This is an optimization exercise on Yosys and OpenROAD, whose aim is small area, a short achievable clock period and few clock cycles, not a production implementation. In this exercise RTL edits were held to simulation tests only and were not proved equivalent to the original. Power figures rest on the tool's default switching activity, not on a simulated workload.

// ahb_lite_fir_filter
module ahb_lite_fir_filter
(
  input  wire        clk,
  input  wire        n_rst,
  input  wire        hsel,
  input  wire [3:0]  haddr,
  input  wire        hsize,
  input  wire [1:0]  htrans,
  input  wire        hwrite,
  input  wire [15:0] hwdata,
  output reg  [15:0] hrdata,
  output reg         hresp
);
For scale: about 1600 cells after synthesis, roughly 44 I/O pins, ~0.018 sq mm of cells after synthesis.
clock: 11.0 ns
lec_check: 0
cap_margin: 20
core_margin: 2
core_utilization: 70
cts_buf_list: sky130_fd_sc_hd__clkbuf_16
cts_cluster_diameter: 80
cts_cluster_size: 25
slew_margin: 20
standard.sh (not shown) runs the stock make flow with config.mk's settings and CLKGATE_MAP_FILE= SYNTH_SCRIPT=/design/flow/synth_recipe.tcl, a recipe that flattens the netlist after the stock synthesis.
==> flow/flow/run.sh <==
#!/bin/bash
set -uo pipefail
export SETUP_SLACK_MARGIN=6.0
export BUFFER_PORTS_ARGS="-buffer_cell sky130_fd_sc_hd__buf_2"
R=orfs/results/sky130hd/ahb_lite_fir_filter/base
bash standard.sh synth > synth.log 2>&1 || exit 1
cp $R/1_2_yosys.v synth_netlist.v
python3 flow/polfa.py synth_netlist.v $R/1_2_yosys.v > polfa.log 2>&1 || exit 1
rm -f $R/1_synth.odb $R/1_synth.sdc
bash standard.sh > standard.log 2>&1
Other scripts of this flow, unchanged in this note and not shown: flow/flow/polfa.py
The starting point produced a clean layout.
Testbench counts at the start, summed over its fixed seeds: cycles 4,104.
Then changed:
--- a/flow/flow/run.sh
+++ b/flow/flow/run.sh
@@ -4,0 +5 @@
+export CTS_ARGS="-sink_clustering_enable -repair_clock_nets -sink_clustering_size 25 -sink_clustering_max_diameter 80 -buf_list sky130_fd_sc_hd__clkbuf_16 -dont_use_dummy_load"
What happened: The new run passed the timing, DRC and antenna checks; global-route usage goes down by 0.13 points; design area goes down by 0.76%; power goes down by 2.9%; die area does not change.
Then changed:
--- a/flow/flow/run.sh
+++ b/flow/flow/run.sh
@@ -3 +3 @@
-export SETUP_SLACK_MARGIN=6.0
+export SETUP_SLACK_MARGIN=6.1
@@ -5 +4,0 @@
-export CTS_ARGS="-sink_clustering_enable -repair_clock_nets -sink_clustering_size 25 -sink_clustering_max_diameter 80 -buf_list sky130_fd_sc_hd__clkbuf_16 -dont_use_dummy_load"
CORE_UTILIZATION = 60   (was 70)
What happened: Utilization decreases by 9.3 points. First-iteration DRC count came out higher by 19%. Power grows by 3.3%. Register-to-register slack gains 0.03 ns. Final area is higher by 2.9%.
Then changed:
--- a/flow/flow/run.sh
+++ b/flow/flow/run.sh
@@ -3 +3 @@
-export SETUP_SLACK_MARGIN=6.1
+export SETUP_SLACK_MARGIN=6.0
@@ -4,0 +5 @@
+export CTS_ARGS="-sink_clustering_enable -repair_clock_nets -sink_clustering_size 25 -sink_clustering_max_diameter 80 -buf_list sky130_fd_sc_hd__clkbuf_16 -dont_use_dummy_load"
CORE_UTILIZATION = 70   (was 60)
GPL_TIMING_DRIVEN = 0   (was not set)
After rerunning: The new run went through all stages and came out clean. Clock skew is higher by 0.042 ns. Setup slack degrades by 0.12 ns. Combinational power is higher by about 3%. Cell area is higher by 2.9%.

========
Starting RTL as in the previous note.
// ahb_lite_fir_filter
module ahb_lite_fir_filter
(
  input  wire        clk,
  input  wire        n_rst,
  input  wire        hsel,
  input  wire [3:0]  haddr,
  input  wire        hsize,
  input  wire [1:0]  htrans,
  input  wire        hwrite,
  input  wire [15:0] hwdata,
  output reg  [15:0] hrdata,
  output reg         hresp
);
==> flow/config.mk <==
export PLATFORM = sky130hd
export DESIGN_NAME = ahb_lite_fir_filter
export DESIGN_NICKNAME = ahb_lite_fir_filter
export VERILOG_FILES = /design/flow/design.v
export SDC_FILE = /design/flow/constraint.sdc
export NUM_CORES = 4
export LEC_CHECK = 0
export CAP_MARGIN = 20
export CORE_MARGIN = 2
export CORE_UTILIZATION = 60
export CTS_BUF_LIST = sky130_fd_sc_hd__clkbuf_16
export CTS_CLUSTER_DIAMETER = 80
export CTS_CLUSTER_SIZE = 25
export SLEW_MARGIN = 20
==> flow/constraint.sdc <==
create_clock -name core_clock -period 11.0 [get_ports {clk}]
set_input_delay 2.2000 -clock core_clock [delete_from_list [all_inputs] [get_ports {clk}]]
set_output_delay 2.2000 -clock core_clock [all_outputs]
set_load 0.01 [all_outputs]
==> flow/flow/run.sh <==
#!/bin/bash
set -uo pipefail
export SETUP_SLACK_MARGIN=6.0
export BUFFER_PORTS_ARGS="-buffer_cell sky130_fd_sc_hd__buf_2"
export CTS_ARGS="-sink_clustering_enable -repair_clock_nets -sink_clustering_size 25 -sink_clustering_max_diameter 80 -buf_list sky130_fd_sc_hd__clkbuf_16 -dont_use_dummy_load"
R=orfs/results/sky130hd/ahb_lite_fir_filter/base
bash standard.sh synth > synth.log 2>&1 || exit 1
cp $R/1_2_yosys.v synth_netlist.v
python3 flow/polfa.py synth_netlist.v $R/1_2_yosys.v > polfa.log 2>&1 || exit 1
rm -f $R/1_synth.odb $R/1_synth.sdc
bash standard.sh > standard.log 2>&1
Other scripts of this flow, unchanged in this note and not shown: flow/flow/polfa.py
Testbench counts at the start, summed over its fixed seeds: cycles 4,104.
Change:
--- a/flow/config.mk
+++ b/flow/config.mk
@@ -8,7 +8,8 @@
 export CAP_MARGIN = 20
 export CORE_MARGIN = 2
-export CORE_UTILIZATION = 60
+export CORE_UTILIZATION = 70
 export CTS_BUF_LIST = sky130_fd_sc_hd__clkbuf_16
 export CTS_CLUSTER_DIAMETER = 80
 export CTS_CLUSTER_SIZE = 25
 export SLEW_MARGIN = 20
+export TNS_END_PERCENT = 20
=> Wire length goes down by a few percent. Global-route usage increases by 3.5 points. Cell area decreases slightly. Setup slack degrades by 0.059 ns.
Change:
--- a/flow/config.mk
+++ b/flow/config.mk
@@ -6,5 +6,5 @@
 export NUM_CORES = 4
 export LEC_CHECK = 0
-export CAP_MARGIN = 20
+export CAP_MARGIN = 0
 export CORE_MARGIN = 2
 export CORE_UTILIZATION = 70
@@ -12,4 +12,3 @@
 export CTS_CLUSTER_DIAMETER = 80
 export CTS_CLUSTER_SIZE = 25
-export SLEW_MARGIN = 20
-export TNS_END_PERCENT = 20
+export SLEW_MARGIN = 0
After rerunning: The new run went through all stages and came out clean. Core utilization stays flat. Synthesized area does not change. Sequential share of layout area is about the same. Clock power barely changes. Hold slack gets better by 0.0089 ns. Power hardly moves. Worst setup slack improved by 0.027 ns. Non-clock buffer count came out lower by 3. Clock-buffer cell count stays the same. Sequential power is about the same. Via count rose by 0.43%.

========
## build 56
Starting RTL as in the previous note.
// ahb_lite_fir_filter
module ahb_lite_fir_filter
(
  input  wire        clk,
  input  wire        n_rst,
  input  wire        hsel,
  input  wire [3:0]  haddr,
  input  wire        hsize,
  input  wire [1:0]  htrans,
  input  wire        hwrite,
  input  wire [15:0] hwdata,
  output reg  [15:0] hrdata,
  output reg         hresp
);
Settings: LEC_CHECK=0, CAP_MARGIN=20, CORE_MARGIN=2, CORE_UTILIZATION=60, CTS_BUF_LIST=sky130_fd_sc_hd__clkbuf_16, CTS_CLUSTER_DIAMETER=80, CTS_CLUSTER_SIZE=25, SLEW_MARGIN=20; clock period 11.0 ns.
==> flow/flow/run.sh <==
#!/bin/bash
set -uo pipefail
export SETUP_SLACK_MARGIN=6.0
export BUFFER_PORTS_ARGS="-buffer_cell sky130_fd_sc_hd__buf_2"
export SYNTH_ARGS="-noabc"
bash standard.sh > standard.log 2>&1
Testbench counts of build 56, summed over its fixed seeds: cycles 4,104.
The inputs of build 27 differ from those of build 56 as listed below.
- a change of CORE_UTILIZATION from 60 to 40
==> flow/flow/run.sh <==
#!/bin/bash
set -uo pipefail
export SETUP_SLACK_MARGIN=6.0
export BUFFER_PORTS_ARGS="-buffer_cell sky130_fd_sc_hd__buf_2"
bash standard.sh > standard.log 2>&1
==> notes.md <==
Build 27 completed every stage of the flow, and the final layout passed the timing, DRC and antenna checks. Run comparison: build 27 capture point of the worst path hresp; build 56 capture point of the worst path hrdata[8]. Build 27 does worse than build 56 on worst hold slack. Of build 27 and build 56, build 56 shows the lower sequential share of cell area, with build 27 above it. Compared with build 56, build 27 shows a lower final area. Sort build 27 and build 56 by global-route usage asc -> top: build 27.
For build 98, these inputs were changed with respect to build 27:
- CORE_UTILIZATION now 60, was 40
## What came out
Share of the cycle needed by the critical path after routing essentially unchanged between build 27 and build 98.
Delta (build 98 minus build 27): tap cell count has decreased; number of instances in the synthesized netlist comparable; core utilization saw an increase.
Standard cell core area was lower in build 98 than in build 27.
From build 98 to build 27, post-synthesis cell area did not move at all.
From build 27 to build 98 the numbers moved as follows: post-detailed-placement half-perimeter wirelength shows a reduction of 5.0%; cell area shows a reduction of about 2%; worst hold margin shows no meaningful change; smallest setup slack after layout shows an increase of 0.0067 ns.
## Diff of input files: build 64 against build 98
- setting PLACE_DENSITY to 0.75 for the first time
Findings:
Delta(first-pass iteration count of the detailed router, build 64 - build 98) > 0
The setup slack at placement of build 64 was inferior to that of build 98.
Build 64 -> build 98: number of failing setup endpoints in the final timing report delta 0, exact match
The higher met2 demand-to-capacity share in global routing of build 64 and build 98 is in build 98.
Going from build 98 to build 64, wire length of the first global-routing pass went down by 4.1%; total chip power up about 0.7%.
Delta (build 64 minus build 98): critical path depth has increased, area of all sequential standard cells climbed 0.46%, total power per unit cell area went up, final critical-path share of the clock period higher.
Input-level comparison between build 43 and build 64:
- CTS_CLUSTER_DIAMETER changed from 80 to 70
- CTS_CLUSTER_SIZE changed from 25 to 35
- PLACE_DENSITY removed (was 0.75)
Notes after the runs:
- Cmp build 43 vs build 64: wire length higher in build 43
- Build 43 vs. build 64: number of antenna repair diodes held steady; total power divided by cell area up about 5%; register-to-register slack comparable; wire length of the first global-routing pass picked up an extra about 4.6%.
- Between build 43 and build 64, the flip-flop and latch count after synthesis does not differ in any meaningful way.

[static timing again, ports no longer ideal]
The results above use ideal ports. As a check the final layouts listed here were re-extracted and re-timed, cells and wires unchanged. Step 1, drivers: a clkbuf_16 drives clk and a buf_2 each remaining input, both assumed. Step 2, shift: input delay + t, output delay - t, t = (earliest + latest rising clock arrival at the registers) / 2. This alone moves slack from input paths to output paths. a / b / c = ideal ports / drivers / drivers and shift; a / b = the first two.
run	t, ns	setup slack, ns	worst setup path at the end	clock arrival spread, ns	cell pins on the clock port's net
the first run of note 1	0.545	6.019 / 5.988 / 5.988	input to output	0.024 / 0.024	1
the second run of note 1	0.527	6.025 / 5.993 / 5.993	input to output	0.046 / 0.046	1
the third run of note 1	0.547	6.070 / 6.026 / 6.026	input to output	0.018 / 0.018	1
the fourth run of note 1	0.543	5.955 / 5.930 / 5.930	input to output	0.060 / 0.060	1
the first run of note 2	0.538	6.056 / 6.006 / 6.040	input to output	0.041 / 0.041	1
the second run of note 2	0.538	5.997 / 5.977 / 5.977	input to output	0.048 / 0.048	1
the third run of note 2	0.527	6.025 / 5.993 / 5.993	input to output	0.046 / 0.046	1
build 56	0.580	5.789 / 5.734 / 5.859	register to register	0.055 / 0.055	1
build 27	0.554	6.025 / 5.975 / 5.975	input to output	0.025 / 0.026	1
build 98	0.553	6.032 / 6.010 / 6.010	input to output	0.031 / 0.030	1
build 64	0.553	5.988 / 5.938 / 5.991	input to output	0.038 / 0.039	1
build 43	0.567	6.029 / 6.007 / 6.007	input to output	0.031 / 0.031	1
After both steps every run listed still meets setup and hold. For build 27, which loses most, drivers alone change the setup slack by -0.050 ns; drivers and shift together by -0.050 ns.
